From an optimization exercise on the open Yosys and OpenROAD flow, aimed at small area; shortcuts taken in it are not production practice.
At most, simulation tests tie the RTL to the original design; equivalence was not proved.
Function not checked in runs 7 and 8: the RTL went through the layout flow alone.
No activity file was given, so power comes from the tool's default toggle rates.

==> flow/run.sh <==
#!/bin/bash
# synth_recipe.tcl (not shown) runs the flow's synth.tcl, then flattens the netlist and writes it again
# the make line also repeats each setting of config.mk as NAME=value (left out here)
make -C /OpenROAD-flow-scripts/flow DESIGN_CONFIG=/design/flow/config.mk WORK_HOME=/design/flow/orfs CLKGATE_MAP_FILE= SYNTH_SCRIPT=/design/flow/synth_recipe.tcl finish
==> flow/config.mk <==
export PLATFORM = sky130hd
export DESIGN_NAME = Top_Circuit
export DESIGN_NICKNAME = Top_Circuit
export VERILOG_FILES = /design/flow/design.v
export SDC_FILE = /design/flow/constraint.sdc
export NUM_CORES = 4
export LEC_CHECK = 0
export CAP_MARGIN = 20
export CORE_MARGIN = 2
export CORE_UTILIZATION = 40
export PLACE_DENSITY = 0.6
export SLEW_MARGIN = 20
==> flow/constraint.sdc <==
create_clock -name core_clock -period 5.0 [get_ports {clk}]
set_input_delay 1.0000 -clock core_clock [delete_from_list [all_inputs] [get_ports {clk}]]
set_output_delay 1.0000 -clock core_clock [all_outputs]
set_load 0.01 [all_outputs]
==> flow/design.v <==
module Top_Circuit(clk, rst, start, start_addr, end_addr, max_diff, busy, scl, sda_out, sda_oe, sda_in);
input clk, rst, start;
input [7:0] start_addr, end_addr;
output [7:0] max_diff;
output reg busy;
output reg scl, sda_out, sda_oe;
input sda_in;
localparam IDLE = 3'd0, PRE = 3'd1, FRM = 3'd2, RX = 3'd3, FIN = 3'd4, STOP = 3'd5;
reg [2:0] ph;
reg [5:0] c;
reg [1:0] fr;
reg wp;
reg [7:0] sr, ia, mn, mx;
reg f2;
reg [7:0] diff, ia_inc;
reg [5:0] c_inc;
reg lte, sr_le_mn, mx_le_sr, cy;
integer k;
always @* begin
	cy = 1'b1;
	for (k = 0; k < 8; k = k + 1) begin
		diff[k] = mx[k] ^ ~mn[k] ^ cy;
		cy = (mx[k] & ~mn[k]) | (cy & (mx[k] ^ ~mn[k]));
	end
	cy = 1'b1;
	for (k = 0; k < 8; k = k + 1) begin
		ia_inc[k] = ia[k] ^ cy;
		cy = cy & ia[k];
	end
	cy = 1'b1;
	for (k = 0; k < 6; k = k + 1) begin
		c_inc[k] = c[k] ^ cy;
		cy = cy & c[k];
	end
	lte = 1'b1; sr_le_mn = 1'b1; mx_le_sr = 1'b1;
	for (k = 0; k < 8; k = k + 1) begin
		lte = (~ia[k] & end_addr[k]) | (~ia[k] & lte) | (end_addr[k] & lte);
		sr_le_mn = (~sr[k] & mn[k]) | (~sr[k] & sr_le_mn) | (mn[k] & sr_le_mn);
		mx_le_sr = (~mx[k] & sr[k]) | (~mx[k] & mx_le_sr) | (sr[k] & mx_le_sr);
	end
end
assign max_diff = f2 ? diff : 8'd0;
wire [2:0] kb = c[4:2];
reg bitv;
always @* begin
	case (fr)
		2'd1: bitv = wp | sr[7];
		2'd3: bitv = diff[~kb];
		default: bitv = (kb == 3'd0) || (kb == 3'd2) || (kb == 3'd6) || (kb == 3'd7 && fr[1]);
	endcase
end
reg busy_c;
always @* begin
	scl = 1'b1; sda_oe = 1'b1; sda_out = 1'b1;
	busy_c = 1'b1;
	case (ph)
		IDLE: busy_c = 1'b0;
		PRE: sda_out = (c < 6'd7);
		FRM: begin
			if (!c[5]) begin
				scl = c[1]; sda_out = bitv;
			end else begin
				sda_oe = 1'b0;
				scl = (c == 6'd35) || (c == 6'd36) || (fr == 2'd2 && c == 6'd37);
			end
		end
		RX: begin
			if (c == 6'd28) begin scl = 1'b1; sda_out = 1'b0; end
			else if (c == 6'd29) begin scl = 1'b0; sda_out = 1'b0; end
			else begin scl = 1'b0; sda_oe = 1'b0; end
		end
		FIN: if (c == 6'd18) begin scl = 1'b0; sda_oe = 1'b0; end
		STOP: begin
			case (c)
				6'd0, 6'd4: sda_out = 1'b0;
				6'd2: scl = 1'b0;
				6'd5: busy_c = (fr != 2'd3);
				default: ;
			endcase
		end
		default: ;
	endcase
end
wire rx_shift = (ph == RX) && !c[0] && (c >= 6'd2) && (c <= 6'd16);
wire tx_shift = (ph == FRM) && (fr == 2'd1) && (c[1:0] == 2'b11);
always @(posedge clk) begin
	busy <= busy_c;
	f2 <= wp;
	if (ph == IDLE) sr <= start_addr;
	else if (rx_shift || tx_shift) sr <= {sr[6:0], sda_in};
	if (ph == PRE && c == 6'd0) ia <= start_addr;
	if (ph == IDLE) begin
		mn <= 8'hFF; mx <= 8'h00;
	end else if (ph == RX && c == 6'd17 && lte) begin
		ia <= ia_inc;
		if (sr_le_mn) mn <= sr;
		if (mx_le_sr) mx <= sr;
	end
	if (rst) begin
		ph <= IDLE; wp <= 1'b0;
	end else begin
		c <= c_inc;
		case (ph)
			IDLE: begin
				c <= 6'd0; fr <= 2'd0; wp <= 1'b0;
				if (start) ph <= PRE;
			end
			PRE: if (c == 6'd8) begin ph <= FRM; c <= 6'd0; end
			FRM: if (c == 6'd38) begin
				case (fr)
					2'd0: begin c <= 6'd0; fr <= 2'd1; end
					2'd1: if (wp) begin c <= 6'd63; fr <= 2'd3; end
					      else begin ph <= PRE; c <= 6'd6; fr <= 2'd2; end
					2'd2: begin ph <= RX; c <= 6'd1; end
					default: begin ph <= STOP; c <= 6'd0; end
				endcase
			end
			RX: begin
				if (c == 6'd17 && !lte) ph <= FIN;
				if (c == 6'd29) c <= 6'd0;
			end
			FIN: begin
				if (c == 6'd20) wp <= 1'b1;
				if (c == 6'd22) begin ph <= STOP; c <= 6'd0; end
			end
			STOP: if (c == 6'd5) begin
				if (fr == 2'd3) c <= 6'd5;
				else begin ph <= PRE; c <= 6'd6; fr <= 2'd0; end
			end
			default: ;
		endcase
	end
end
endmodule
==> flow_summary_export.csv, run 1 <==
group,metric,value,unit
grt,track_usage,0.195,
drt,drt_iter0_drc,151,
setup_path,cp_num_cells,18,
die,rows,33,
finish,final_layout_size_suffix_gt1_frac,0.116,
timing,final_hold_viol_count,0,
clock_network,cts_buffer_depth,2,
yosys,netlist_top_cells_count,"nand2_1 (50), inv_1 (35), dfxtp_1 (30), nor2_1 (29), a21oi_1 (24)",
status,so_faults,"setup timing",
timing,slew_headroom,0.532,
setup_path,required,4000,ps
finish,post-route-util,0.482,
hold_path,worstHoldPathType,"flop to flop",
finish,regArea,1080,um^2
die,coreArea,8260,um^2
timing,grt_setup_unrepaired,"yes",
clock_network,clockRootBuffer,"clkbuf_8",
yosys,syn_area,3430,um^2
timing,skew,12.8,ps
setup_path,worst-path-buf-inv,5,
setup_path,slowest_delay,450,ps
setup_path,crit_fanout,2,
job,maxCapViolations,0,
timing,worst_slack,-328,ps
yosys,synthFlopType,"dfxtp_1",
status,outcome,"failed layout checks",
yosys,synth_top_area_share,0.175,
setup_path,worstPathCellList,"inv_1 -> ha_1 -> inv_1 -> fa_2 -> fa_2 -> fa_2 -> fa_2 -> inv_2 -> fa_1 -> inv_1 -> fa_2 -> xnor2_2 -> xnor2_1 -> mux4_2 -> o211ai_1 -> a32oi_1 -> a221o_1 -> buf_2",
yosys,yosysUniqueCellTypes,68,
grt,antenna_found_initial,0,
yosys,ys_seq_elements,46,
drt,drt-wirelength-per-cell,16.3,um
setup_path,worstPathArrival,4330,ps
finish,area_growth,16.0,%
clock_network,clock-sinks,46,
finish,n_antenna_cell,0,
drt,drtAntennaViolNets,0,
finish,nets,467,
clock_network,cts_buffers,5,
yosys,synth_nets,435,
die,die_y,96.6,um
power,irDropWorstVdd,159,uV
timing,tightest_slew,701,ps
placement,place_congestion,0.909,
clock_network,clkLatencyLatePin,310,ps
grt,grt_pass1_vias,2858,
clock_network,cts_tree,"built",
yosys,post-synth-top-count-cell,"nand2_1",
placement,numPortBuffers,31,
clock_network,holdBufCountCts,0,
clock_network,clk_pin_slew,100,ps
power,power.leakage,1.70,nW
placement,dp_cells,518,
grt,gr-usage-met1,0.259,
power,powerDensity,436,nW/um^2
setup_path,crit_top_cell,"fa_2",
setup_path,r2r_start,"ph[1]",
hold_path,hold_path_depth,2,
setup_path,timing.reg2reg.setup_slack,2420,ps
grt,met3_usage,0.0272,
die,die_w,96.6,um
drt,drt_pass1_iterations,4,
setup_path,path_delay_family,"adder cells",
setup_path,cp-endpoint,"sda_out",
grt,top_usage_layer,"met2",
timing,post-route-period-util,1.07,
setup_path,critPathLaunch,"mx[0]",
grt,gr-total-overflow,0,
setup_path,criticalPathCategory,"flop to output port",
timing,report.final.slew_viol_count,0,
yosys,synthTopCellsByArea,"dfxtp_1 (18%), edfxtp_1 (14%), ha_1 (7.7%)",
yosys,syn-instance-count,388,
die,num_io_pins,32,
yosys,yosysTopAreaCell,"dfxtp_1",
finish,multi_input_area,2180,um^2
yosys,synth_warnings,1,
setup_path,crit_slowest_cell,"mux4_2",
grt,grt_pass1_wl,14000,um
die,design.die.area,9330,um^2
drt,post-route-drc-count,0,
die,initial_utilization,0.415,
timing,fin_setup_tns,-328,ps
grt,use_met2,0.336,
timing,clock.fmax,188,MHz
setup_path,startpoint_type,"flop",
grt,grt_max_degree,21,
yosys,async_flop_share,0,
timing,fin_crit,5330,ps
yosys,yosysSeqAreaShare,0.315,
setup_path,endpoint_kind,"output port",
drt,drt-vias-per-instance,5.61,
drt,finalWirelength,8560,um
clock_network,cts-htree-levels,2,
setup_path,rr_endpoint,"mn[1]",
yosys,syn-mean-instance-area,8.84,um^2
yosys,synth-edff-count,16,
finish,final_cells,526,
timing,finalSetupViolCount,1,
setup_path,r2r_cells,6,
placement,dpl.hpwl,6630,um
drt,vias,2953,
finish,fill_cells,819,
==> state kept, by name (all words and copies together) (netlist names) <==
| signal | cells |
|---|---|
| busy | 1 |
| fr | 2 |
| ph | 3 |
| sr | 8 |
| f2 | 1 |
| ia | 8 |
| wp | 1 |
| mn | 8 |
| mx | 8 |
| c | 6 |
==> where the power goes <==
| part | switching (mW) | internal, mW |
|---|---|---|
| registers | 0.168 | 0.528 |
| clock network | 0.143 | 0.0989 |
| logic | 0.472 | 0.324 |
| total | 0.782 | 0.951 |
==> cell families after synthesis <==
family | Yosys count | share of synthesized area
DFF | 46 | 0.315
muxes | 23 | 0.0777
AOI/OAI and AO/OA | 78 | 0.175
and+or+nand+nor | 158 | 0.244
buffers and inverters | 49 | 0.0562
adders and majority gates | 30 | 0.121
xor gates and xnor gates | 4 | 0.0102
==> placed cells by master (no fill, tap or decap), types with 5 or more instances in the layout <==
cell type         n
nand3_1          10
ha_1             21
buf_4             8
clkdlybuf4s50_1  29
fa_2              5
inv_1            34
nand2_1          50
nor2b_1          13
nand2b_1         11
nand4_1           5
mux2i_1          18
o211ai_1          5
edfxtp_1         16
and2_1           10
dfxtp_1          28
a21oi_1          24
nor3_1           12
nor2_1           29
clkbuf_8          5
==> layout make-up <==
class	count	share of cell area
well taps	105	0.0330
flip-flops and latches	46	0.272
repair buffers	39	0.0925
clock buffers	5	0.0173
clock inverters	3	0.00472
inverters	35	0.0330
multi-input cells	293	0.547
==> layer usage <==
layer  part of all wire  vias up  routed length (um)
met2               0.48      102                4080
met4              0.012        0                  99
li1                   -     1439                   -
met5                  0        -                   0
met3              0.059        8                 504
met1               0.45     1404                3880
==> stage by stage <==
| step | power, mW | area [um^2] | hold WS, ps | worst slack, ps |
|---|---|---|---|---|
| finish | 1.73 | 3980 | 475 | -328 |
| global route | 1.86 | 3980 | 484 | -474 |
| CTS | 1.73 | 3970 | 472 | -331 |
| detailed placement | 1.50 | 3870 | 458 | -537 |
| global placement | 1.49 | 3870 | 446 | -465 |
| floorplan | 1.24 | 3430 | 400 | 110 |
==> worst reg2reg max path, cell delays in order, from the launching register on <==
cell and delay [ps]:
dfxtp_1 650, nor2b_1 280, nand2_1 270, nor3_1 300, a32oi_1 140, a211oi_4 490
mux2_4 340
==> worst min path at each step <==
| stage | from | slack (ps) | to |
|---|---|---|---|
| after global placement | mx[5] | 450 | mx[5] |
| after detailed placement | mx[5] | 460 | mx[5] |
| after global routing | wp | 480 | f2 |
| after CTS | mx[5] | 470 | mx[5] |
| after floorplan | wp | 400 | f2 |
| final | mx[5] | 480 | mx[5] |
==> timing repair <==
| item | 4_1_cts | 5_1_grt |
|---|---|---|
| gates resized for setup | 11 | 3 |
| setup buffers | 0 | 0 |
| setup endpoints to repair | 2 | 2 |
| pin swaps | 2 | 1 |
==> run 2: changes to the inputs <==
--- a/flow/design.v
+++ b/flow/design.v
@@ -11,10 +11,11 @@
 reg [1:0] fr;
 reg wp;
 reg [7:0] sr, ia, mn, mx;
-reg f2;
+reg dbit;
 reg [7:0] diff, ia_inc;
 reg [5:0] c_inc;
-reg lte, sr_le_mn, mx_le_sr, cy;
+reg lte, sr_le_y, cy;
+wire [7:0] y = c[1] ? mx : mn;
 integer k;
 always @* begin
 	cy = 1'b1;
@@ -32,20 +33,19 @@
 		c_inc[k] = c[k] ^ cy;
 		cy = cy & c[k];
 	end
-	lte = 1'b1; sr_le_mn = 1'b1; mx_le_sr = 1'b1;
+	lte = 1'b1; sr_le_y = ~c[1];
 	for (k = 0; k < 8; k = k + 1) begin
 		lte = (~ia[k] & end_addr[k]) | (~ia[k] & lte) | (end_addr[k] & lte);
-		sr_le_mn = (~sr[k] & mn[k]) | (~sr[k] & sr_le_mn) | (mn[k] & sr_le_mn);
-		mx_le_sr = (~mx[k] & sr[k]) | (~mx[k] & mx_le_sr) | (sr[k] & mx_le_sr);
+		sr_le_y = (~sr[k] & y[k]) | (~sr[k] & sr_le_y) | (y[k] & sr_le_y);
 	end
 end
-assign max_diff = f2 ? diff : 8'd0;
+assign max_diff = wp ? diff : 8'd0;
 wire [2:0] kb = c[4:2];
 reg bitv;
 always @* begin
 	case (fr)
 		2'd1: bitv = wp | sr[7];
-		2'd3: bitv = diff[~kb];
+		2'd3: bitv = dbit;
 		default: bitv = (kb == 3'd0) || (kb == 3'd2) || (kb == 3'd6) || (kb == 3'd7 && fr[1]);
 	endcase
 end
@@ -85,7 +85,9 @@
 wire tx_shift = (ph == FRM) && (fr == 2'd1) && (c[1:0] == 2'b11);
 always @(posedge clk) begin
 	busy <= busy_c;
-	f2 <= wp;
+	dbit <= diff[~c_inc[4:2]];
+	if (ph == IDLE) wp <= 1'b0;
+	else if (ph == FIN && c == 6'd21) wp <= 1'b1;
 	if (ph == IDLE) sr <= start_addr;
 	else if (rx_shift || tx_shift) sr <= {sr[6:0], sda_in};
 	if (ph == PRE && c == 6'd0) ia <= start_addr;
@@ -93,16 +95,15 @@
 		mn <= 8'hFF; mx <= 8'h00;
 	end else if (ph == RX && c == 6'd17 && lte) begin
 		ia <= ia_inc;
-		if (sr_le_mn) mn <= sr;
-		if (mx_le_sr) mx <= sr;
-	end
+		if (sr_le_y) mn <= sr;
+	end else if (ph == RX && c == 6'd18 && !sr_le_y) mx <= sr;
 	if (rst) begin
-		ph <= IDLE; wp <= 1'b0;
+		ph <= IDLE;
 	end else begin
 		c <= c_inc;
 		case (ph)
 			IDLE: begin
-				c <= 6'd0; fr <= 2'd0; wp <= 1'b0;
+				c <= 6'd0; fr <= 2'd0;
 				if (start) ph <= PRE;
 			end
 			PRE: if (c == 6'd8) begin ph <= FRM; c <= 6'd0; end
@@ -120,7 +121,6 @@
 				if (c == 6'd29) c <= 6'd0;
 			end
 			FIN: begin
-				if (c == 6'd20) wp <= 1'b1;
 				if (c == 6'd22) begin ph <= STOP; c <= 6'd0; end
 			end
 			STOP: if (c == 6'd5) begin
==> run 2 against run 1 <==
The run now finishes clean. Core utilization decreased by 1.8 points. Sequential share of layout area increased by 1.3 points. Final cell count decreased by 2.1%. Clock power about the same. Synthesized cell count decreased by 0.26%. Maximum frequency increased by 13%. Area after synthesis decreased by 2.6%. Largest power group unchanged. Setup slack improved by 620 ps. Final area decreased by 4.6%.
==> flow_summary_export.csv, run 2 <==
group,metric,value,unit
yosys,netlist_top_cells_count,"a21oi_1 (33), dfxtp_1 (30), nand2_1 (29), inv_1 (28)",
grt,grt_max_degree,28,
setup_path,timing.reg2reg.setup_slack,1470,ps
timing,slew_headroom,0.336,
setup_path,endpoint_kind,"output port",
setup_path,crit_slowest_cell,"clkdlybuf4s50_1",
setup_path,crit_top_cell,"fa_1",
placement,numPortBuffers,31,
clock_network,clk_pin_slew,90,ps
die,coreArea,8180,um^2
yosys,syn-instance-count,387,
hold_path,hold-path-endpoint,"mx[0]",
yosys,synthFlopType,"dfxtp_1",
timing,tightest_slew,986,ps
placement,place_congestion,0.903,
job,maxCapViolations,0,
yosys,syn_area,3340,um^2
setup_path,r2r_start,"mx[0]",
power,clkPwrFrac,0.130,
finish,final_area,3790,um^2
yosys,yosysSeqAreaShare,0.324,
yosys,post-synth-top-count-cell,"a21oi_1",
timing,grt_setup_unrepaired,"no",
placement,dp_cells,507,
clock_network,cts.repair.resized,0,
drt,drt-wirelength-per-cell,16.7,um
placement,dpl.hpwl,6390,um
setup_path,r2r_cells,14,
clock_network,clock-sinks,46,
yosys,synth-edff-count,16,
die,initial_utilization,0.409,
yosys,yosysUniqueCellTypes,61,
setup_path,crit_fanout,2,
drt,finalWirelength,8580,um
finish,n_antenna_cell,0,
clock_network,postCtsSetupBuffers,0,
drt,drt_iter0_drc,112,
setup_path,slowest_delay,540,ps
finish,final_cell_mix,"a21oi_1 (33), clkdlybuf4s50_1 (31), dfxtp_1 (30)",
status,outcome,"timing/DRC/antenna clean",
drt,vias,2959,
die,rows,33,
grt,grt_pass1_vias,2805,
grt,antenna_found_initial,0,
power,seqPwrFrac,0.388,
timing,fin_hold_ws,491,ps
clock_network,clkLatencyLatePin,310,ps
die,design.die.area,9100,um^2
setup_path,worstPathArrival,3710,ps
finish,final_layout_size_suffix_gt1_frac,0.0683,
finish,fill_cells,810,
hold_path,hold_path_depth,2,
power,power.leakage,1.48,nW
yosys,synth_warnings,1,
power,powerDensity,485,nW/um^2
setup_path,criticalPathCategory,"flop to output port",
power,irDropWorstVdd,337,uV
timing,report.final.slew_viol_count,0,
drt,drt_pass1_iterations,5,
power,p_int,1.01,mW
timing,finalSetupViolCount,0,
finish,area_growth,13.6,%
setup_path,worstPathCellList,"inv_1 -> ha_1 -> fa_1 -> inv_1 -> fa_1 -> fa_1 -> fa_1 -> fa_1 -> inv_1 -> fa_1 -> xor2_1 -> xnor2_1 -> nor2_1 -> clkdlybuf4s50_1",
drt,drtAntennaViolNets,0,
placement,place_ws,615,ps
power,swShare,0.452,
yosys,syn-mean-instance-area,8.63,um^2
yosys,async_flop_share,0,
grt,grt_pass1_wl,14200,um
setup_path,startpoint_type,"flop",
timing,clock.fmax,212,MHz
clock_network,cts_tree,"built",
setup_path,worst-path-buf-inv,4,
timing,worst_slack,288,ps
setup_path,rr_endpoint,"dbit",
finish,nets,456,
drt,drt-vias-per-instance,5.75,
yosys,synth_top_area_share,0.180,
hold_path,worstHoldPathType,"flop to flop",
clock_network,cts-htree-levels,2,
clock_network,cts_buffers,5,
timing,fin_setup_tns,0,ps
finish,final_common_cell,"a21oi_1",
setup_path,path_delay_family,"adder cells",
yosys,ys_seq_elements,46,
drt,post-route-drc-count,0,
grt,track_usage,0.200,
hold_path,worstHoldStart,"mx[0]",
timing,fin_crit,4710,ps
timing,skew,10.2,ps
die,num_io_pins,32,
power,combPwrFrac,0.482,
clock_network,holdBufCountCts,0,
clock_network,cts_buffer_depth,2,
timing,post-route-period-util,0.942,
placement,placed_area,3710,um^2
die,die_w,95.4,um
finish,final_cells,515,
yosys,synth_nets,434,
clock_network,clockRootBuffer,"clkbuf_8",
die,die_y,95.4,um
grt,gr-total-overflow,0,
yosys,yosysTopAreaCell,"dfxtp_1",
yosys,synthTopCellsByArea,"dfxtp_1 (18%), edfxtp_1 (14%), ha_1 (7.9%)",
power,power.switching,0.833,mW
timing,final_hold_viol_count,0,
setup_path,required,4000,ps
run 2: cell types whose count changed in the layout (fill, tap and decap cells not counted), moves of 7 or more:
cell     change
o21ai_0     +24
nand2_1     -21
nor3_1      -10
a21oi_1      +9
a31oi_1      +8
mux2_2       +7
nand3_1      +7
run 2: worst register-to-register path: stages, from the launching register on:
cell	delay, ps
dfxtp_1	320
inv_1	70
ha_1	160
fa_1	160
inv_1	50
fa_1	370
fa_1	390
fa_1	390
fa_1	370
inv_1	70
fa_1	180
xor2_1	170
xnor2_1	150
o21ai_0	120
mux4_2	460
run 2: how the worst max path moves through the flow:
stage,start,to,slack (ps),depth (start not counted)
5_1_grt,mn[0],max_diff[7],120,13
2_1_floorplan,mx[0],max_diff[6],1180,11
6_report,mx[0],max_diff[7],290,14
3_5_place_dp,mx[0],max_diff[7],620,14
3_3_place_gp,mx[0],max_diff[7],620,14
4_1_cts,mx[0],max_diff[7],270,14
run 2: cell type report:
cell class,instances,area [um^2],share of cell area
Clock buffer,6,72.6,0.0191
Clock inverter,2,13.8,0.00363
Multi-Input combinational cell,295,2060,0.544
Sequential cell,46,1080,0.285
Inverter,28,105,0.0277
Timing Repair Buffer,33,325,0.0858
Tap cell,105,131,0.0346
run 2: per-stage QoR:
step | power (mW) | utilization
2_1_floorplan | 1.37 | -
3_3_place_gp | 1.58 | 0.453
6_report | 1.84 | 0.464
4_1_cts | 1.84 | 0.464
3_5_place_dp | 1.60 | 0.453
5_1_grt | 1.98 | 0.464
run 2: cell families after synthesis:
family | count (synthesis) | synth area share
simple gates | 121 | 0.184
compound gates | 117 | 0.221
xor+xnor | 4 | 0.0105
flops | 46 | 0.324
mux | 23 | 0.0757
fa+ha+maj | 30 | 0.124
buf+inv | 46 | 0.0607
run 2: power groups by stage:
stage / registers [mW] / clock network, mW / logic (mW)
CTS: 0.714 / 0.245 / 0.880
detailed placement: 0.722 / 0 / 0.876
floorplan: 0.616 / 0 / 0.749
finish: 0.714 / 0.239 / 0.887
global route: 0.740 / 0.257 / 0.981
global placement: 0.720 / 0 / 0.864
run 2: per-layer routing:
metal | wire [um] | track usage | vias up | share of wire
li1 | - | - | 1454 | -
met1 | 3870 | 0.260 | 1409 | 0.45
met3 | 368 | 0.0308 | 13 | 0.043
met2 | 4190 | 0.344 | 83 | 0.49
met4 | 157 | 0.0595 | 0 | 0.018
met5 | 0 | 0 | - | 0
==> run 3: changes to the inputs <==
==> flow/flow/run.sh (new file) <==
#!/bin/bash
# Standard ORFS layout, with the port buffers made from the smallest buffer cell.
set -euo pipefail
export BUFFER_PORTS_ARGS="-buffer_cell sky130_fd_sc_hd__buf_1"
bash standard.sh > standard_flow.log 2>&1
==> flow/standard.sh (new file) <==
#!/bin/bash
# synth_recipe.tcl (not shown) runs the flow's synth.tcl, then flattens the netlist and writes it again
# the make line also repeats each setting of config.mk as NAME=value (left out here)
make -C /OpenROAD-flow-scripts/flow DESIGN_CONFIG=/design/flow/config.mk WORK_HOME=/design/flow/orfs CLKGATE_MAP_FILE= SYNTH_SCRIPT=/design/flow/synth_recipe.tcl "${@:-finish}"
removed: flow/run.sh
==> run 3 against run 2 <==
Clock skew decreased by 2.4 ps. Flip-flop and latch count stayed put. Clock power is essentially flat. Non-clock buffer count unchanged. Combinational power shrank 4.1%. Sequential power hardly changed. Still clean on timing, DRC and antenna. Maximum frequency grew 6.3%. Clock-buffer cell count stayed put. Synthesized cell count stayed put.
==> flow_summary_export.csv, run 3 <==
group,metric,value,unit
drt,drt-wirelength-per-cell,16.6,um
yosys,syn-instance-count,387,
setup_path,crit_slowest_cell,"fa_1",
yosys,post-synth-top-count-cell,"a21oi_1",
timing,post-route-period-util,0.887,
die,num_io_pins,32,
setup_path,endpoint_kind,"output port",
finish,fill_cells,847,
finish,regArea,1080,um^2
setup_path,required,4000,ps
finish,n_antenna_cell,0,
timing,finalSetupViolCount,0,
finish,area_growth,7.94,%
clock_network,clkLatencyLatePin,300,ps
drt,drt_iter0_drc,149,
power,powerDensity,499,nW/um^2
die,initial_utilization,0.409,
finish,final_layout_size_suffix_gt1_frac,0.0683,
setup_path,crit_top_cell,"fa_1",
setup_path,worstPathArrival,3430,ps
clock_network,cts_buffer_depth,2,
yosys,synth_top_area_share,0.180,
setup_path,criticalPathCategory,"flop to output port",
finish,final_common_cell,"a21oi_1",
timing,final_hold_viol_count,0,
clock_network,postCtsSetupBuffers,0,
yosys,synth_nets,434,
die,die_y,95.4,um
clock_network,clk_pin_slew,90,ps
setup_path,crit_fanout,2,
grt,grt_pass1_wl,14300,um
yosys,ys_seq_elements,46,
drt,drtAntennaViolNets,0,
clock_network,cts-htree-levels,2,
clock_network,clock-sinks,46,
drt,vias,3009,
clock_network,cts_buffers,5,
yosys,synth_warnings,1,
timing,fin_setup_tns,0,ps
yosys,yosysTopAreaCell,"dfxtp_1",
drt,drt_pass1_iterations,5,
grt,antenna_found_initial,0,
yosys,synthFlopType,"dfxtp_1",
die,coreArea,8180,um^2
grt,gr-total-overflow,0,
timing,skew,7.87,ps
yosys,yosysUniqueCellTypes,61,
clock_network,clockRootBuffer,"clkbuf_8",
placement,numPortBuffers,31,
job,maxCapViolations,0,
timing,fin_crit,4430,ps
yosys,syn-mean-instance-area,8.63,um^2
yosys,async_flop_share,0,
timing,tightest_slew,986,ps
setup_path,startpoint_type,"flop",
grt,track_usage,0.201,
setup_path,worstPathCellList,"inv_1 -> ha_1 -> fa_1 -> inv_1 -> fa_1 -> fa_1 -> fa_1 -> fa_1 -> inv_1 -> fa_1 -> xor2_1 -> xnor2_1 -> nor2_1 -> buf_1",
timing,slew_headroom,0.335,
placement,place_congestion,0.927,
clock_network,cts.repair.resized,0,
clock_network,holdBufCountCts,0,
status,outcome,"timing/DRC/antenna clean",
finish,final_cell_mix,"a21oi_1 (33), buf_1 (31), dfxtp_1 (30)",
hold_path,worstHoldPathType,"flop to flop",
power,power.leakage,1.40,nW
finish,multi_input_area,2070,um^2
drt,drt-vias-per-instance,5.84,
yosys,yosysSeqAreaShare,0.324,
die,die_w,95.4,um
timing,clock.fmax,226,MHz
yosys,syn_area,3340,um^2
clock_network,cts_tree,"built",
timing,grt_setup_unrepaired,"no",
grt,grt_pass1_vias,2891,
drt,finalWirelength,8530,um
die,rows,33,
placement,dpl.hpwl,6320,um
setup_path,slowest_delay,420,ps
yosys,netlist_top_cells_count,"a21oi_1 (33), dfxtp_1 (30), nand2_1 (29), inv_1 (28)",
power,irDropWorstVdd,236,uV
yosys,synthTopCellsByArea,"dfxtp_1 (18%), edfxtp_1 (14%), ha_1 (7.9%)",
die,design.die.area,9100,um^2
grt,grt_max_degree,28,
yosys,synth-edff-count,16,
finish,nets,456,
power,finalPower,1.80,mW
drt,post-route-drc-count,0,
timing,report.final.slew_viol_count,0,
==> run 3: cell types whose count changed in the layout (fill, tap and decap cells not counted) <==
cell	previous run	this run
nor3_4	0	1
buf_1	0	31
clkdlybuf4s50_1	31	0
nor3_2	2	1
==> run 3: cell type report <==
class,instances,area share
sequential,46,0.300
multi-input combinational,295,0.574
clock buffer,6,0.0201
tap,105,0.0364
clock inverter,2,0.00382
timing repair buffer,33,0.0364
inverter,28,0.0291
==> run 3: stage by stage <==
step                      instance area, um^2  worst slack (ps)  utilization  std cells  hold slack [ps]
after floorplan                          3340              1180            -        387              450
after global placement                   3520               985        0.431        507              463
after detailed placement                 3520               935        0.431        507              470
after CTS                                3610               575        0.441        515              486
after global routing                     3610               375        0.441        515              522
final                                    3610               567        0.441        515              489
==> run 3: cells by family (layout without fill, tap and decap cells) <==
group                      Yosys count  count (layout)  share of synthesized area
adders and majority gates           30              30                      0.124
xor gates and xnor gates             4               4                     0.0105
muxes                               23              23                     0.0757
and+or+nand+nor                    121             121                      0.184
AOI/OAI and AO/OA                  117             117                      0.221
buffers and inverters               46              69                     0.0607
DFF                                 46              46                      0.324
==> run 3: per-layer routing <==
layer | routed length [um] | up-vias | part of all wire | track usage
met5 | 0 | - | 0 | 0
met1 | 3650 | 1413 | 0.43 | 0.255
li1 | - | 1453 | - | -
met2 | 4210 | 126 | 0.49 | 0.348
met3 | 503 | 17 | 0.059 | 0.0316
met4 | 162 | 0 | 0.019 | 0.0690
==> run 3: worst paths after layout <==
kind	start	end	slack (ps)	cells after the start
worst min-delay path	mx[0]	mx[0]	490	2
worst max-delay path	mx[0]	max_diff[7]	570	14
worst min register to register	mx[0]	mx[0]	490	2
worst max register to register	mx[0]	dbit	1400	14
==> run 3: report_power, final <==
group | total, mW | switching, mW | internal (mW)
sequential | 0.712 | 0.185 | 0.527
clock | 0.236 | 0.137 | 0.0991
combinational | 0.851 | 0.499 | 0.353
==> run 3: critical path: cells and delay by family (launching register included) <==
| family | cells | cell delay [ps] |
|---|---|---|
| xor+xnor | 2 | 260 |
| fa+ha+maj | 7 | 2100 |
| buf+inv | 4 | 350 |
| flops | 1 | 320 |
| simple gates | 1 | 100 |
==> run 4: changes to the inputs <==
==> flow/flow/run.sh (replaced) <==
#!/bin/bash
# The standard ORFS layout (standard.sh) with changes that only affect which cells are
# chosen: synthesis maps logic with an area-oriented abc script and leaves adders as plain
# gates for abc (no half/full adder cells), and port buffers use the smallest buffer cell.
set -euo pipefail
here=$PWD
export BUFFER_PORTS_ARGS="-buffer_cell sky130_fd_sc_hd__buf_1"
export ADDER_MAP_FILE=
export AREA_ABC_SCRIPT=$here/flow/area.abc
export FLOW_SYNTH_TCL=$here/synth_recipe.tcl
sed "s|SYNTH_SCRIPT=[^ ]*|SYNTH_SCRIPT=$here/flow/synth_area.tcl|" standard.sh > standard_area_synth.sh
bash standard_area_synth.sh synth > synth_flow.log 2>&1
bash standard.sh > standard_flow.log 2>&1
==> flow/flow/area.abc (new file) <==
strash; ifraig; scorr; dc2; strash; dch -f; map -a; strash; dch -f; map -a; strash; dch -f; map -a; topo
==> flow/flow/synth_area.tcl (new file) <==
# The standard synthesis (synth_recipe.tcl, sourced unchanged below) with one change:
# abc maps the logic with an area-oriented script (flow/area.abc) instead of ORFS's
# abc_speed/abc_area script. Registers are untouched by abc, so their names and cells stay
# those of the standard synthesis.
proc abc {args} {
  set i [lsearch -exact $args -script]
  if { $i >= 0 } { lset args [expr { $i + 1 }] $::env(AREA_ABC_SCRIPT) }
  yosys abc {*}$args
}
source $::env(FLOW_SYNTH_TCL)
--- a/flow/config.mk
+++ b/flow/config.mk
@@ -8,5 +8,8 @@
 export CAP_MARGIN = 20
 export CORE_MARGIN = 2
 export CORE_UTILIZATION = 40
+export CTS_BUF_LIST = sky130_fd_sc_hd__clkbuf_16
+export CTS_CLUSTER_DIAMETER = 200
+export CTS_CLUSTER_SIZE = 50
 export PLACE_DENSITY = 0.6
 export SLEW_MARGIN = 20
==> run 4 against run 3 <==
Still clean. Via count fell by 1.7%. Global-route usage rose by 1.1 points. Clock-buffer cell count fell by 1. Register-to-register slack improved by 410 ps. First-iteration DRC count rose by 130%. Final cell count rose by 9.1%. Critical path depth fell by 1. Flip-flop and latch count did not move. Hold slack improved by 21 ps. Sequential power fell by 8.3%. Maximum frequency rose by 25%. Largest power group unchanged. Highest routed layer unchanged.
==> flow_summary_export.csv, run 4 <==
group,metric,value,unit
status,outcome,"timing/DRC/antenna clean",
yosys,synth_nets,444,
setup_path,crit_top_cell,"a21oi_1",
die,coreArea,6870,um^2
timing,worst_slack,1460,ps
grt,grt_pass1_vias,2662,
grt,grt_max_degree,29,
setup_path,criticalPathCategory,"flop to output port",
setup_path,required,4000,ps
placement,place_ws,1440,ps
drt,post-route-drc-count,0,
die,die_y,88.9,um
grt,track_usage,0.212,
finish,regArea,1080,um^2
finish,final_layout_size_suffix_gt1_frac,0.0258,
timing,fin_hold_ws,510,ps
finish,multi_input_area,1510,um^2
grt,grt_pass1_wl,12900,um
timing,final_hold_viol_count,0,
clock_network,cts_buffer_depth,2,
yosys,ys_seq_elements,46,
yosys,synthFlopType,"dfxtp_1",
finish,final_common_cell,"clkinv_1",
placement,dpl.hpwl,6010,um
finish,n_antenna_cell,0,
clock_network,cts_tree,"built",
grt,gr-total-overflow,0,
timing,grt_setup_unrepaired,"no",
drt,drt-vias-per-instance,5.26,
drt,drtAntennaViolNets,0,
placement,place_congestion,1.03,
yosys,syn-mean-instance-area,6.79,um^2
clock_network,clkLatencyLatePin,290,ps
clock_network,clk_pin_slew,60,ps
yosys,synth-edff-count,16,
setup_path,crit_slowest_cell,"maj3_1",
yosys,synth_top_area_share,0.209,
grt,antenna_found_initial,0,
finish,area_growth,14.0,%
die,rows,30,
timing,finalSetupViolCount,0,
yosys,yosysTopAreaCell,"dfxtp_1",
timing,fin_setup_tns,0,ps
clock_network,cts-htree-levels,2,
drt,drt_pass1_iterations,5,
finish,nets,485,
setup_path,crit_fanout,3,
yosys,syn-instance-count,424,
power,powerDensity,537,nW/um^2
yosys,synthTopCellsByArea,"dfxtp_1 (21%), edfxtp_1 (17%), clkinv_1 (10%)",
timing,post-route-period-util,0.709,
drt,drt_iter0_drc,341,
finish,final_cell_mix,"clkinv_1 (79), nor2_1 (77), o21ai_0 (51)",
setup_path,startpoint_type,"flop",
clock_network,postCtsSetupBuffers,0,
placement,numPortBuffers,31,
drt,drt-wirelength-per-cell,13.8,um
setup_path,path_delay_family,"compound AO/OA/AOI/OAI gates",
hold_path,worstHoldPathType,"flop to flop",
clock_network,cts.repair.resized,0,
setup_path,slowest_delay,380,ps
clock_network,cts_buffers,5,
setup_path,worst-path-buf-inv,3,
timing,tightest_slew,941,ps
die,die_w,88.9,um
timing,skew,4.92,ps
clock_network,holdBufCountCts,0,
timing,fin_crit,3540,ps
die,design.die.area,7900,um^2
yosys,synth_warnings,1,
yosys,async_flop_share,0,
timing,clock.fmax,282,MHz
die,num_io_pins,32,
yosys,yosysSeqAreaShare,0.375,
power,irDropWorstVdd,256,uV
setup_path,worstPathArrival,2540,ps
timing,report.final.slew_viol_count,0,
power,power.leakage,1.11,nW
yosys,netlist_top_cells_count,"clkinv_1 (79), nor2_1 (77), o21ai_0 (51), a21oi_1 (48), nand2_1 (48)",
yosys,post-synth-top-count-cell,"clkinv_1",
power,finalPower,1.76,mW
clock_network,clockRootBuffer,"clkbuf_16",
drt,finalWirelength,7750,um
yosys,syn_area,2880,um^2
finish,fill_cells,723,
clock_network,clock-sinks,46,
timing,slew_headroom,0.369,
die,initial_utilization,0.419,
setup_path,worstPathCellList,"clkinv_1 -> maj3_1 -> a21oi_1 -> nand2_1 -> o21ai_0 -> clkinv_1 -> nor2_1 -> a21oi_1 -> a21oi_1 -> a21oi_1 -> xnor2_1 -> nor2_1 -> buf_1",
drt,vias,2957,
setup_path,timing.reg2reg.setup_slack,1810,ps
yosys,yosysUniqueCellTypes,30,
job,maxCapViolations,0,
setup_path,endpoint_kind,"output port",
==> run 4: logic make-up after synthesis <==
family                   Yosys count  share of synthesized area
AO/OA/AOI/OAI                    135                      0.265
flip-flops                        46                      0.375
buffers and inverters             79                      0.103
XOR/XNOR                          14                     0.0426
multiplexers                       1                    0.00348
AND/OR/NAND/NOR                  147                      0.203
adder cells (fa/ha/maj)            2                    0.00695
==> run 4: path summary, 6_finish.rpt <==
path,to,startpoint,depth (start not counted)
max,max_diff[7],mx[1],13
min reg2reg,mn[2],mn[2],2
min,mn[2],mn[2],2
max reg2reg,mn[7],c[1],13
==> run 4: where the power goes <==
part           internal [mW]  total [mW]  switching [mW]
clock network          0.182       0.324           0.141
registers              0.534       0.653           0.119
logic                  0.256       0.788           0.533
==> run 4: final cells by class <==
class | instances | share of cell area
clock buffer | 5 | 0.0381
clock inverter | 3 | 0.00419
inverter | 79 | 0.0903
multi-input combinational | 299 | 0.459
sequential | 46 | 0.329
tap | 96 | 0.0366
timing repair buffer | 34 | 0.0423
==> run 4: metrics by stage <==
stage / utilization / instance area (um^2) / cells
final: 0.478 / 3280 / 562
after global routing: 0.478 / 3280 / 562
after CTS: 0.478 / 3280 / 562
after detailed placement: 0.458 / 3140 / 554
after global placement: 0.458 / 3140 / 554
after floorplan: - / 2880 / 424
==> run 4: per-layer routing <==
| metal | up-vias | global-route usage | part of all wire |
|---|---|---|---|
| li1 | 1533 | - | - |
| met4 | 0 | 0.0689 | 0.013 |
| met2 | 98 | 0.309 | 0.42 |
| met5 | - | 0 | 0 |
| met3 | 11 | 0.0420 | 0.062 |
| met1 | 1315 | 0.313 | 0.50 |
==> run 4: worst reg2reg max path: stages (launching register included) <==
cell and delay [ps]:
edfxtp_1 800, o21ai_0 240, nand2_1 90, o21ai_0 70
o22ai_1 160, o21ai_0 120, a221oi_1 270, o221ai_1 150
nand2_1 130, clkinv_1 70, nor2_1 390, clkinv_1 310
a21oi_1 190, o21ai_0 90
==> run 5: changes to the inputs <==
--- a/flow/config.mk
+++ b/flow/config.mk
@@ -8,8 +8,8 @@
 export CAP_MARGIN = 20
 export CORE_MARGIN = 2
 export CORE_UTILIZATION = 40
-export CTS_BUF_LIST = sky130_fd_sc_hd__clkbuf_16
-export CTS_CLUSTER_DIAMETER = 200
-export CTS_CLUSTER_SIZE = 50
+export CTS_BUF_LIST = sky130_fd_sc_hd__clkbuf_8
+export CTS_CLUSTER_DIAMETER = 100
+export CTS_CLUSTER_SIZE = 30
 export PLACE_DENSITY = 0.6
 export SLEW_MARGIN = 20
==> run 5 against run 4 <==
Maximum frequency down 0.66%. Power decreased by 5.7%. Via count is 1.0% higher. Still clean.
==> flow_summary_export.csv, run 5 <==
group,metric,value,unit
finish,nets,485,
yosys,syn-instance-count,424,
power,irDropWorstVdd,225,uV
grt,top_usage_layer,"met1",
timing,post-route-period-util,0.714,
grt,grt_max_degree,29,
setup_path,r2r_cells,13,
yosys,synth-edff-count,16,
power,power.leakage,1.08,nW
drt,vias,2988,
setup_path,startpoint_type,"flop",
clock_network,cts-htree-levels,2,
hold_path,hold-path-endpoint,"mn[2]",
placement,place_ws,1440,ps
setup_path,criticalPathCategory,"flop to output port",
setup_path,timing.reg2reg.setup_slack,1790,ps
drt,post-route-drc-count,0,
status,outcome,"timing/DRC/antenna clean",
grt,grt_pass1_wl,12900,um
placement,dpl.hpwl,6010,um
grt,use_met2,0.309,
yosys,synth_nets,444,
timing,clock.fmax,280,MHz
power,powerDensity,515,nW/um^2
drt,drt_pass1_iterations,5,
drt,finalWirelength,7740,um
placement,numPortBuffers,31,
yosys,yosysSeqAreaShare,0.375,
drt,drt-vias-per-instance,5.32,
timing,grt_setup_unrepaired,"no",
die,num_io_pins,32,
setup_path,crit_fanout,3,
clock_network,clockRootBuffer,"clkbuf_8",
clock_network,cts_buffer_depth,2,
grt,gr-total-overflow,0,
die,initial_utilization,0.419,
hold_path,worstHoldPathType,"flop to flop",
clock_network,clkLatencyLatePin,300,ps
grt,met3_usage,0.0392,
finish,n_antenna_cell,0,
timing,finalSetupViolCount,0,
grt,antenna_found_initial,0,
clock_network,postCtsSetupBuffers,0,
setup_path,worstPathArrival,2570,ps
clock_network,clk_pin_slew,90,ps
clock_network,clock-sinks,46,
yosys,syn-mean-instance-area,6.79,um^2
drt,drtAntennaViolNets,0,
yosys,ys_seq_elements,46,
finish,fill_cells,731,
grt,track_usage,0.211,
finish,final_cell_mix,"clkinv_1 (79), nor2_1 (77), o21ai_0 (51)",
placement,place_congestion,1.03,
yosys,post-synth-top-count-cell,"clkinv_1",
finish,final_common_cell,"clkinv_1",
finish,final_layout_size_suffix_gt1_frac,0.0258,
yosys,yosysUniqueCellTypes,30,
yosys,netlist_top_cells_count,"clkinv_1 (79), nor2_1 (77), o21ai_0 (51), a21oi_1 (48), nand2_1 (48)",
yosys,synth_top_area_share,0.209,
clock_network,cts.repair.resized,0,
setup_path,rr_endpoint,"mn[7]",
die,coreArea,6870,um^2
yosys,async_flop_share,0,
timing,skew,9.60,ps
timing,final_hold_viol_count,0,
clock_network,cts_tree,"built",
hold_path,hold_path_depth,2,
hold_path,worstHoldStart,"mn[2]",
grt,grt_pass1_vias,2651,
grt,gr-usage-met1,0.313,
setup_path,r2r_start,"c[1]",
setup_path,endpoint_kind,"output port",
drt,drt_iter0_drc,359,
power,finalPower,1.66,mW
die,rows,30,
clock_network,cts_buffers,5,
drt,drt-wirelength-per-cell,13.8,um
job,maxCapViolations,0,
finish,area_growth,12.0,%
yosys,synthFlopType,"dfxtp_1",
setup_path,required,4000,ps
timing,report.final.slew_viol_count,0,
timing,slew_headroom,0.363,
yosys,synth_warnings,1,
yosys,syn_area,2880,um^2
die,design.die.area,7900,um^2
die,die_w,88.9,um
clock_network,holdBufCountCts,0,
timing,fin_crit,3570,ps
setup_path,critPathLaunch,"mx[1]",
timing,fin_setup_tns,0,ps
die,die_y,88.9,um
yosys,synthTopCellsByArea,"dfxtp_1 (21%), edfxtp_1 (17%), clkinv_1 (10%)",
timing,worst_slack,1430,ps
timing,tightest_slew,950,ps
yosys,yosysTopAreaCell,"dfxtp_1",
[run 5: cell counts after synthesis]
No cell type changed its count.
[run 5: where the power goes]
group / internal, mW / switching (mW)
registers: 0.533 / 0.121
clock network: 0.0956 / 0.128
logic: 0.256 / 0.531
total: 0.884 / 0.779
[run 5: stage by stage]
stage	utilization	area (um^2)	hold WS, ps	cells
floorplan	-	2880	466	424
global placement	0.458	3140	484	554
detailed placement	0.458	3140	492	554
CTS	0.470	3230	513	562
global route	0.470	3230	543	562
finish	0.470	3230	511	562
[run 5: cells by family (layout without fill, tap and decap cells)]
| logic type | after synthesis | count (layout) | synth area share |
|---|---|---|---|
| and+or+nand+nor | 147 | 147 | 0.203 |
| AOI/OAI and AO/OA | 135 | 135 | 0.265 |
| buffers and inverters | 79 | 121 | 0.103 |
| DFF | 46 | 46 | 0.375 |
| xor gates and xnor gates | 14 | 14 | 0.0426 |
| adders and majority gates | 2 | 2 | 0.00695 |
| muxes | 1 | 1 | 0.00348 |
[run 5: how the worst max path moves through the flow]
stage	slack [ps]	endpoint
final	1430	max_diff[7]
after global routing	1070	max_diff[7]
after CTS	1400	max_diff[7]
after detailed placement	1440	mn[7]
after global placement	1560	mn[6]
after floorplan	1610	mn[1]
[run 5: worst max-delay path, cell delays in order (launching register included)]
cell,delay [ps]
dfxtp_1,380
clkinv_1,100
maj3_1,380
a21oi_1,200
nand2_1,60
o21ai_0,130
clkinv_1,110
nor2_1,110
a21oi_1,70
a21oi_1,210
a21oi_1,110
xnor2_1,150
nor2_1,100
buf_1,160
[run 5: metal layers]
metal / up-vias / share of wire
met4: 0 / 0.017
met2: 101 / 0.42
met1: 1334 / 0.50
li1: 1537 / -
met5: - / 0
met3: 16 / 0.062
[run 5: final cells by class]
class / instances / area, um^2 / area share
Clock buffer: 5 / 68.8 / 0.0213
Clock inverter: 3 / 13.8 / 0.00427
Inverter: 79 / 297 / 0.0919
Multi-Input combinational cell: 299 / 1510 / 0.467
Sequential cell: 46 / 1080 / 0.335
Tap cell: 96 / 120 / 0.0372
Timing Repair Buffer: 34 / 139 / 0.0430
==> run 6: changes to the inputs <==
--- a/flow/config.mk
+++ b/flow/config.mk
@@ -8,8 +8,5 @@
 export CAP_MARGIN = 20
 export CORE_MARGIN = 2
 export CORE_UTILIZATION = 40
-export CTS_BUF_LIST = sky130_fd_sc_hd__clkbuf_8
-export CTS_CLUSTER_DIAMETER = 100
-export CTS_CLUSTER_SIZE = 30
 export PLACE_DENSITY = 0.6
 export SLEW_MARGIN = 20
==> run 6 against run 5 <==
Setup slack better by 1.6 ps. Clock-buffer cell count is 2 higher. Power is 0.30% higher. Wire length is 0.37% lower. Via count is 0.33% lower. Critical path type unchanged. Largest power group unchanged. Highest routed layer unchanged.
==> flow_summary_export.csv, run 6 <==
group,metric,value,unit
status,outcome,"timing/DRC/antenna clean",
grt,grt_max_degree,29,
clock_network,cts_buffer_depth,2,
grt,top_usage_layer,"met1",
setup_path,startpoint_type,"flop",
yosys,post-synth-top-count-cell,"clkinv_1",
grt,gr-usage-met1,0.313,
clock_network,clkLatencyLatePin,300,ps
clock_network,clk_pin_slew,90,ps
die,initial_utilization,0.419,
drt,drt_pass1_iterations,5,
timing,slew_headroom,0.359,
die,die_y,88.9,um
drt,drtAntennaViolNets,0,
yosys,syn-mean-instance-area,6.79,um^2
timing,tightest_slew,956,ps
drt,vias,2978,
yosys,yosysTopAreaCell,"dfxtp_1",
hold_path,worstHoldPathType,"flop to flop",
yosys,synth_nets,444,
timing,clock.fmax,280,MHz
finish,n_antenna_cell,0,
drt,post-route-drc-count,0,
grt,met3_usage,0.0392,
grt,use_met2,0.309,
yosys,syn_area,2880,um^2
power,finalPower,1.67,mW
yosys,netlist_top_cells_count,"clkinv_1 (79), nor2_1 (77), o21ai_0 (51), a21oi_1 (48), nand2_1 (48)",
clock_network,cts_tree,"built",
setup_path,crit_slowest_cell,"dfxtp_1",
clock_network,postCtsSetupBuffers,0,
drt,drt_iter0_drc,369,
timing,fin_setup_tns,0,ps
finish,nets,485,
yosys,synth_top_area_share,0.209,
finish,final_cell_mix,"clkinv_1 (79), nor2_1 (77), o21ai_0 (51)",
clock_network,clockRootBuffer,"clkbuf_8",
grt,grt_pass1_wl,12900,um
yosys,ys_seq_elements,46,
die,coreArea,6870,um^2
placement,dpl.hpwl,6010,um
yosys,synth_warnings,1,
grt,grt_pass1_vias,2651,
setup_path,worstPathArrival,2570,ps
clock_network,clock-sinks,46,
finish,final_layout_size_suffix_gt1_frac,0.0258,
drt,finalWirelength,7710,um
setup_path,worst-path-buf-inv,3,
timing,post-route-period-util,0.713,
setup_path,endpoint_kind,"output port",
yosys,async_flop_share,0,
clock_network,holdBufCountCts,0,
yosys,synthFlopType,"dfxtp_1",
clock_network,cts.repair.resized,0,
finish,area_growth,12.0,%
power,power.leakage,1.07,nW
placement,numPortBuffers,31,
finish,post-route-util,0.470,
setup_path,worstPathCellList,"clkinv_1 -> maj3_1 -> a21oi_1 -> nand2_1 -> o21ai_0 -> clkinv_1 -> nor2_1 -> a21oi_1 -> a21oi_1 -> a21oi_1 -> xnor2_1 -> nor2_1 -> buf_1",
yosys,synthTopCellsByArea,"dfxtp_1 (21%), edfxtp_1 (17%), clkinv_1 (10%)",
die,rows,30,
power,irDropWorstVdd,225,uV
setup_path,criticalPathCategory,"flop to output port",
timing,grt_setup_unrepaired,"no",
yosys,synth-edff-count,16,
die,num_io_pins,32,
die,design.die.area,7900,um^2
placement,dp_cells,554,
job,maxCapViolations,0,
yosys,yosysUniqueCellTypes,30,
timing,finalSetupViolCount,0,
drt,drt-vias-per-instance,5.30,
clock_network,cts_buffers,5,
finish,final_common_cell,"clkinv_1",
grt,gr-total-overflow,0,
timing,fin_crit,3570,ps
drt,drt-wirelength-per-cell,13.7,um
finish,fill_cells,731,
die,die_w,88.9,um
timing,final_hold_viol_count,0,
timing,report.final.slew_viol_count,0,
timing,skew,7.86,ps
grt,track_usage,0.211,
setup_path,required,4000,ps
setup_path,crit_fanout,3,
setup_path,crit_top_cell,"a21oi_1",
yosys,syn-instance-count,424,
setup_path,slowest_delay,380,ps
yosys,yosysSeqAreaShare,0.375,
placement,place_congestion,1.03,
clock_network,cts-htree-levels,2,
grt,antenna_found_initial,0,
finish,final_cells,562,
setup_path,path_delay_family,"compound AO/OA/AOI/OAI gates",
power,powerDensity,517,nW/um^2
-- run 6: cell counts after synthesis --
No cell type changed its count.
-- run 6: layout make-up --
| type | count | area, um^2 | area share |
|---|---|---|---|
| multi-input combinational | 299 | 1510 | 0.467 |
| sequential | 46 | 1080 | 0.335 |
| inverter | 79 | 297 | 0.0919 |
| timing repair buffer | 34 | 139 | 0.0430 |
| tap | 96 | 120 | 0.0372 |
| clock buffer | 7 | 76.3 | 0.0237 |
| clock inverter | 1 | 6.26 | 0.00194 |
-- run 6: per-stage QoR --
step / area, um^2 / setup slack [ps] / hold WS, ps
2_1_floorplan: 2880 / 1610 / 466
3_3_place_gp: 3140 / 1560 / 484
3_5_place_dp: 3140 / 1440 / 492
4_1_cts: 3230 / 1400 / 513
5_1_grt: 3230 / 1070 / 543
6_report: 3230 / 1430 / 511
-- run 6: worst paths after layout --
check | startpoint | end | slack, ps | cells after the start
setup reg to reg | c[1] | mn[7] | 1820 | 13
hold reg to reg | sr[4] | mn[4] | 510 | 2
hold / removal | sr[4] | mn[4] | 510 | 2
setup / recovery | mx[1] | max_diff[7] | 1430 | 13
-- run 6: layer usage --
metal / up-vias / part of all wire
met2: 107 / 0.42
met5: - / 0
li1: 1539 / -
met4: 0 / 0.015
met1: 1315 / 0.50
met3: 17 / 0.066
-- run 6: power by group --
part | internal (mW) | leakage, nW | switching, mW
sequential | 0.533 | 0.405 | 0.119
combinational | 0.256 | 0.626 | 0.532
clock | 0.0997 | 0.0428 | 0.129
-- run 6: cells by family (layout without fill, tap and decap cells) --
kind of cell | after synthesis | count (layout) | synth area share
compound gates | 135 | 135 | 0.265
xor+xnor | 14 | 14 | 0.0426
fa+ha+maj | 2 | 2 | 0.00695
buf+inv | 79 | 121 | 0.103
flops | 46 | 46 | 0.375
mux | 1 | 1 | 0.00348
simple gates | 147 | 147 | 0.203
-- run 6: worst min-delay path, cell delays in order, from the launching register on --
cell and delay [ps]:
edfxtp_1 360, a21oi_1 70, o21ai_0 60
==> run 7: changes to the inputs <==
--- a/flow/design.v
+++ b/flow/design.v
@@ -11,7 +11,6 @@
 reg [1:0] fr;
 reg wp;
 reg [7:0] sr, ia, mn, mx;
-reg dbit;
 reg [7:0] diff, ia_inc;
 reg [5:0] c_inc;
 reg lte, sr_le_y, cy;
@@ -45,7 +44,7 @@
 always @* begin
 	case (fr)
 		2'd1: bitv = wp | sr[7];
-		2'd3: bitv = dbit;
+		2'd3: bitv = sr[7];
 		default: bitv = (kb == 3'd0) || (kb == 3'd2) || (kb == 3'd6) || (kb == 3'd7 && fr[1]);
 	endcase
 end
@@ -82,13 +81,13 @@
 	endcase
 end
 wire rx_shift = (ph == RX) && !c[0] && (c >= 6'd2) && (c <= 6'd16);
-wire tx_shift = (ph == FRM) && (fr == 2'd1) && (c[1:0] == 2'b11);
+wire tx_shift = (ph == FRM) && fr[0] && !c[5] && (c[1:0] == 2'b11);
 always @(posedge clk) begin
 	busy <= busy_c;
-	dbit <= diff[~c_inc[4:2]];
 	if (ph == IDLE) wp <= 1'b0;
 	else if (ph == FIN && c == 6'd21) wp <= 1'b1;
 	if (ph == IDLE) sr <= start_addr;
+	else if (ph == FRM && fr == 2'd1 && wp) sr <= diff;
 	else if (rx_shift || tx_shift) sr <= {sr[6:0], sda_in};
 	if (ph == PRE && c == 6'd0) ia <= start_addr;
 	if (ph == IDLE) begin
==> run 7 against run 6 <==
Still clean. Setup slack got worse by 260 ps. Wire length is 5.7% higher. Power grew 2.9%. Critical endpoint is now max_diff[6].
==> flow_summary_export.csv, run 7 <==
group,metric,value,unit
yosys,synth-compound-area-share,0.292,
placement,numPortBuffers,31,
yosys,ys_seq_elements,45,
yosys,syn-mean-instance-area,6.87,um^2
yosys,synthSimpleGateAreaFrac,0.199,
power,p_int,0.936,mW
power,irDropWorstVdd,271,uV
clock_network,cts_buffer_depth,2,
clock_network,clkLatencyLatePin,300,ps
finish,final_cell_mix,"clkinv_1 (75), nand2_1 (58), o21ai_0 (57)",
drt,drtAntennaViolNets,0,
timing,fin_setup_tns,0,ps
finish,n_antenna_cell,0,
grt,antenna_found_initial,0,
timing,skew,13.2,ps
die,coreArea,6790,um^2
yosys,synth-xor-area-share,0.0249,
clock_network,clockRootBuffer,"clkbuf_8",
yosys,syn-instance-count,410,
grt,grt_max_degree,21,
setup_path,path_delay_family,"compound AO/OA/AOI/OAI gates",
grt,grt_pass1_wl,13300,um
timing,final_hold_viol_count,0,
power,combPwrFrac,0.480,
setup_path,worstPathCellList,"clkinv_1 -> or2_2 -> nand2_1 -> o21ai_0 -> clkinv_1 -> nor2_1 -> a21oi_1 -> nor2_1 -> a21oi_1 -> nor2_1 -> a21oi_1 -> nor2_1 -> a21oi_1 -> xor2_1 -> clkinv_1 -> nor2_1 -> buf_1",
setup_path,slowest_delay,350,ps
timing,clock.fmax,261,MHz
setup_path,worstPathArrival,2830,ps
drt,vias,3002,
clock_network,cts-htree-levels,2,
timing,slew_headroom,0.381,
drt,post-route-drc-count,0,
clock_network,clk_pin_slew,90,ps
yosys,synthFlopType,"dfxtp_1",
placement,dp_cells,541,
yosys,synthTopCellsByArea,"dfxtp_1 (21%), edfxtp_1 (17%), o21ai_0 (10%)",
setup_path,criticalPathCategory,"flop to output port",
setup_path,crit_top_cell,"nor2_1",
clock_network,cts.repair.resized,0,
die,die_y,87.9,um
grt,track_usage,0.224,
clock_network,holdBufCountCts,0,
yosys,yosysUniqueCellTypes,32,
yosys,synth_top_area_share,0.206,
power,power.leakage,1.06,nW
placement,place_ws,1500,ps
finish,final_cells,549,
drt,drt-vias-per-instance,5.47,
yosys,yosysTopAreaCell,"dfxtp_1",
yosys,synth_top_family_by_area,"compound AO/OA/AOI/OAI gates",
yosys,synth_warnings,1,
yosys,synthAdderAreaFrac,0.00355,
die,rows,30,
setup_path,startpoint_type,"flop",
job,maxCapViolations,0,
drt,finalWirelength,8150,um
finish,nets,472,
power,clkPwrFrac,0.162,
yosys,synthMuxAreaShare,0.00355,
yosys,async_flop_share,0,
yosys,syn_area,2820,um^2
clock_network,cts_tree,"built",
timing,post-route-period-util,0.766,
clock_network,cts_buffers,5,
drt,drt_iter0_drc,276,
drt,drt_pass1_iterations,5,
status,outcome,"timing/DRC/antenna clean",
grt,grt_pass1_vias,2669,
power,swShare,0.455,
timing,finalSetupViolCount,0,
power,seqPwrFrac,0.358,
drt,drt-wirelength-per-cell,14.8,um
setup_path,crit_slowest_cell,"dfxtp_1",
finish,final_layout_size_suffix_gt1_frac,0.0331,
setup_path,worst-path-buf-inv,4,
finish,final_common_cell,"clkinv_1",
timing,fin_crit,3830,ps
setup_path,required,4000,ps
timing,report.final.slew_viol_count,0,
setup_path,endpoint_kind,"output port",
die,die_w,87.9,um
die,num_io_pins,32,
hold_path,worstHoldPathType,"flop to flop",
setup_path,crit_fanout,3,
power,power.switching,0.780,mW
yosys,synth-edff-count,16,
timing,worst_slack,1170,ps
timing,tightest_slew,926,ps
yosys,synth_nets,430,
yosys,yosysSeqAreaShare,0.377,
clock_network,postCtsSetupBuffers,0,
placement,dpl.hpwl,6410,um
die,initial_utilization,0.415,
die,design.die.area,7730,um^2
yosys,post-synth-top-count-cell,"clkinv_1",
clock_network,clock-sinks,45,
placement,place_congestion,0.952,
grt,gr-total-overflow,0,
timing,grt_setup_unrepaired,"no",
finish,area_growth,13.7,%
yosys,netlist_top_cells_count,"clkinv_1 (75), nand2_1 (58), o21ai_0 (57), nor2_1 (55), a21oi_1 (39)",
power,powerDensity,536,nW/um^2
run 7: cell types whose count changed in the layout (fill, tap and decap cells not counted), sizes merged, moves of 3 or more:
cell    change
xor2        -5
a21oi       -9
nor2       -22
o21ai       +6
nand2      +10
clkinv      -3
a22oi       +9
run 7: layout make-up:
cell class	instances	area (um^2)
repair buffers	35	146
inverters	75	282
well taps	96	120
flip-flops and latches	45	1060
clock inverters	2	38.8
multi-input cells	290	1480
fillers	718	3590
clock buffers	6	72.6
run 7: path summary, 6_finish.rpt:
| path | startpoint | endpoint | slack, ps | cells past startpoint |
|---|---|---|---|---|
| setup / recovery | mx[1] | max_diff[6] | 1170 | 17 |
| setup reg to reg | ph[0] | ph[2] | 1940 | 11 |
| hold / removal | mx[0] | mx[0] | 480 | 2 |
| hold reg to reg | mx[0] | mx[0] | 480 | 2 |
run 7: tightest hold or removal path, cell delays in order, from the launching register on:
cell and delay [ps]:
dfxtp_1 330, clkinv_1 60, a21oi_1 50
run 7: stage by stage:
| step | total power, mW | utilization | cell area (um^2) | hold WS [ps] |
|---|---|---|---|---|
| floorplan | 1.17 | - | 2820 | 445 |
| CTS | 1.72 | 0.471 | 3200 | 483 |
| detailed placement | 1.43 | 0.455 | 3090 | 467 |
| global route | 1.87 | 0.471 | 3200 | 524 |
| finish | 1.72 | 0.471 | 3200 | 483 |
| global placement | 1.44 | 0.455 | 3090 | 457 |
run 7: power by group through the flow:
stage / combinational, mW / clock, mW / sequential [mW]
2_1_floorplan: 0.563 / 0 / 0.610
3_3_place_gp: 0.819 / 0 / 0.619
3_5_place_dp: 0.815 / 0 / 0.620
4_1_cts: 0.818 / 0.286 / 0.613
5_1_grt: 0.937 / 0.301 / 0.629
6_report: 0.824 / 0.279 / 0.614
run 7: layer usage:
metal	wire [um]	share of wire	up-vias	GRT usage
li1	-	-	1520	-
met1	4010	0.49	1374	0.340
met2	3550	0.44	98	0.329
met3	478	0.059	10	0.0386
met4	114	0.014	0	0.0531
met5	0	0	-	0
run 7: kinds of logic (layout without fill, tap and decap cells):
family,count (synthesis),after routing
adder cells (fa/ha/maj),1,1
AO/OA/AOI/OAI,141,141
buffers and inverters,75,118
multiplexers,1,1
AND/OR/NAND/NOR,139,139
XOR/XNOR,8,8
flip-flops,45,45
==> run 8: changes to the inputs <==
==> flow/flow/area.abc (replaced) <==
strash; &get -n; &st; &synch2; &dch -f; &put; amap; topo
==> run 8 against run 7 <==
Still clean on timing, DRC and antenna. Core utilization is 0.21 points lower. Maximum frequency is 5.9% lower. Die area is 4.0% lower. Clock skew is 1.3 ps higher. Setup slack worse by 240 ps. Critical path type unchanged. Largest cell class unchanged. Largest power group unchanged. Highest routed layer unchanged.
==> flow_summary_export.csv, run 8 <==
group,metric,value,unit
grt,grt_pass1_vias,2588,
drt,drtAntennaViolNets,0,
setup_path,r2r_start,"c[1]",
placement,numPortBuffers,31,
yosys,syn-mean-instance-area,7.65,um^2
timing,slew_headroom,0.444,
finish,final_cell_mix,"clkinv_1 (57), nor2_1 (56), nand2_1 (35)",
drt,drt-wirelength-per-cell,17.0,um
timing,report.final.slew_viol_count,0,
setup_path,r2r_cells,13,
drt,post-route-drc-count,0,
drt,vias,2853,
grt,gr-usage-met1,0.340,
setup_path,rr_endpoint,"mx[2]",
yosys,async_flop_share,0,
setup_path,endpoint_kind,"output port",
clock_network,holdBufCountCts,0,
setup_path,timing.reg2reg.setup_slack,1370,ps
timing,clock.fmax,246,MHz
grt,track_usage,0.225,
timing,post-route-period-util,0.813,
yosys,synth_top_area_share,0.215,
placement,placed_area,2930,um^2
grt,top_usage_layer,"met1",
setup_path,required,4000,ps
yosys,syn-instance-count,353,
placement,dpl.hpwl,6140,um
grt,gr-total-overflow,0,
hold_path,worstHoldStart,"ia[7]",
grt,met3_usage,0.0298,
setup_path,worstPathArrival,3070,ps
power,irDropWorstVdd,242,uV
status,outcome,"timing/DRC/antenna clean",
yosys,netlist_top_cells_count,"clkinv_1 (57), nor2_1 (56), nand2_1 (35), dfxtp_1 (29), o21ai_0 (27)",
yosys,yosysTopAreaCell,"dfxtp_1",
die,initial_utilization,0.420,
yosys,yosysSeqAreaShare,0.393,
die,die_w,86.1,um
drt,drt_iter0_drc,381,
hold_path,hold-path-endpoint,"ia[7]",
setup_path,startpoint_type,"flop",
power,powerDensity,546,nW/um^2
clock_network,postCtsSetupBuffers,0,
timing,fin_crit,4070,ps
grt,grt_pass1_wl,13200,um
yosys,ys_seq_elements,45,
timing,tightest_slew,831,ps
timing,grt_setup_unrepaired,"no",
clock_network,clk_pin_slew,100,ps
yosys,syn_area,2700,um^2
yosys,yosysUniqueCellTypes,35,
job,maxCapViolations,0,
timing,fin_setup_tns,0,ps
hold_path,worstHoldPathType,"flop to flop",
grt,antenna_found_initial,0,
clock_network,clock-sinks,45,
yosys,synth-edff-count,16,
clock_network,cts_buffers,5,
yosys,post-synth-top-count-cell,"clkinv_1",
finish,nets,413,
clock_network,cts_buffer_depth,2,
timing,finalSetupViolCount,0,
finish,final_common_cell,"clkinv_1",
clock_network,cts-htree-levels,2,
drt,drt_pass1_iterations,5,
finish,post-route-util,0.469,
yosys,synth_nets,373,
finish,area_growth,11.7,%
timing,skew,14.4,ps
yosys,synthFlopType,"dfxtp_1",
grt,grt_max_degree,21,
hold_path,hold_path_depth,1,
setup_path,criticalPathCategory,"flop to output port",
timing,worst_slack,933,ps
yosys,synthTopCellsByArea,"dfxtp_1 (22%), edfxtp_1 (18%), clkinv_1 (7.9%)",
die,rows,29,
die,num_io_pins,32,
clock_network,cts_tree,"built",
die,coreArea,6420,um^2
setup_path,crit_fanout,4,
finish,final_area,3010,um^2
finish,final_layout_size_suffix_gt1_frac,0.0228,
clock_network,cts.repair.resized,0,
clock_network,clockRootBuffer,"clkbuf_8",
timing,final_hold_viol_count,0,
placement,dp_cells,463,
placement,place_congestion,0.964,
finish,final_cells,471,
power,power.leakage,1.03,nW
drt,finalWirelength,7990,um
die,die_y,86.1,um
clock_network,clkLatencyLatePin,310,ps
die,design.die.area,7420,um^2
finish,fill_cells,648,
yosys,synth_warnings,1,
drt,drt-vias-per-instance,6.06,
grt,use_met2,0.331,
finish,n_antenna_cell,0,
placement,place_ws,1150,ps
## run 8: cell count changes in the layout (fill, tap and decap cells not counted), moves of 5 or more
| cell | delta |
|---|---|
| a211oi_1 | +6 |
| a21oi_1 | -22 |
| a221o_1 | +5 |
| a22oi_1 | -7 |
| clkinv_1 | -18 |
| nand2_1 | -23 |
| nand3_1 | -6 |
| o21ai_0 | -30 |
| o221a_1 | +10 |
| o221ai_1 | +11 |
| xnor2_1 | -5 |
## run 8: metal layers
metal / vias to the layer above / share of wire
li1: 1403 / -
met1: 1307 / 0.49
met2: 134 / 0.42
met3: 9 / 0.072
met4: 0 / 0.012
met5: - / 0
## run 8: worst max-delay path, stage by stage, from the launching register on
cell and delay, ps:
dfxtp_1 320, clkinv_1 100, nor2_1 250, nand2_1 90, o21ai_0 130, nand2_1 80, o21ai_0 130, nand2_1 90
o21ai_0 140, nand2_1 80, o21ai_0 130, o21ai_0 220, nor2_1 170, clkinv_1 70, a22oi_1 190, nor2_1 70
a21oi_1 280, nor2_1 70, buf_1 130
## run 8: where the power goes
| group | internal (mW) | total, mW | switching, mW |
|---|---|---|---|
| logic | 0.260 | 0.764 | 0.505 |
| clock network | 0.100 | 0.233 | 0.133 |
| registers | 0.528 | 0.649 | 0.121 |
| total | 0.887 | 1.65 | 0.759 |
## run 8: logic make-up after synthesis
| kind of cell | share of synthesized area |
|---|---|
| AO/OA/AOI/OAI | 0.312 |
| AND/OR/NAND/NOR | 0.216 |
| buffers and inverters | 0.0793 |
| flip-flops | 0.393 |
## run 8: how the worst max path moves through the flow
| stage | to | start | cells past startpoint |
|---|---|---|---|
| 2_1_floorplan | mx[0] | c[1] | 12 |
| 3_3_place_gp | ia[7] | end_addr[1] | 14 |
| 3_5_place_dp | ia[7] | end_addr[1] | 14 |
| 4_1_cts | max_diff[7] | mn[0] | 18 |
| 5_1_grt | max_diff[7] | mn[0] | 18 |
| 6_report | max_diff[7] | mn[0] | 18 |
## run 8: layout make-up
type,count,area (um^2),area share
multi-input cells,251,1420,0.472
repair buffers,33,131,0.0436
clock buffers,6,72.6,0.0241
clock inverters,2,15.0,0.00498
well taps,77,96.3,0.0320
flip-flops and latches,45,1060,0.352
inverters,57,214,0.0710
## run 8: per-stage QoR
step	power (mW)	hold slack, ps
global route	1.77	527
finish	1.65	500
CTS	1.64	496
global placement	1.40	474
detailed placement	1.40	481
floorplan	1.17	449

Check on run 8: ideal ports give 0.933 ns setup slack; a clkbuf_16 on the clock port and buf_2 on the inputs give 0.903 ns; moving port delays by the midpoint clock arrival (0.330 ns) as well gives 1.123 ns.
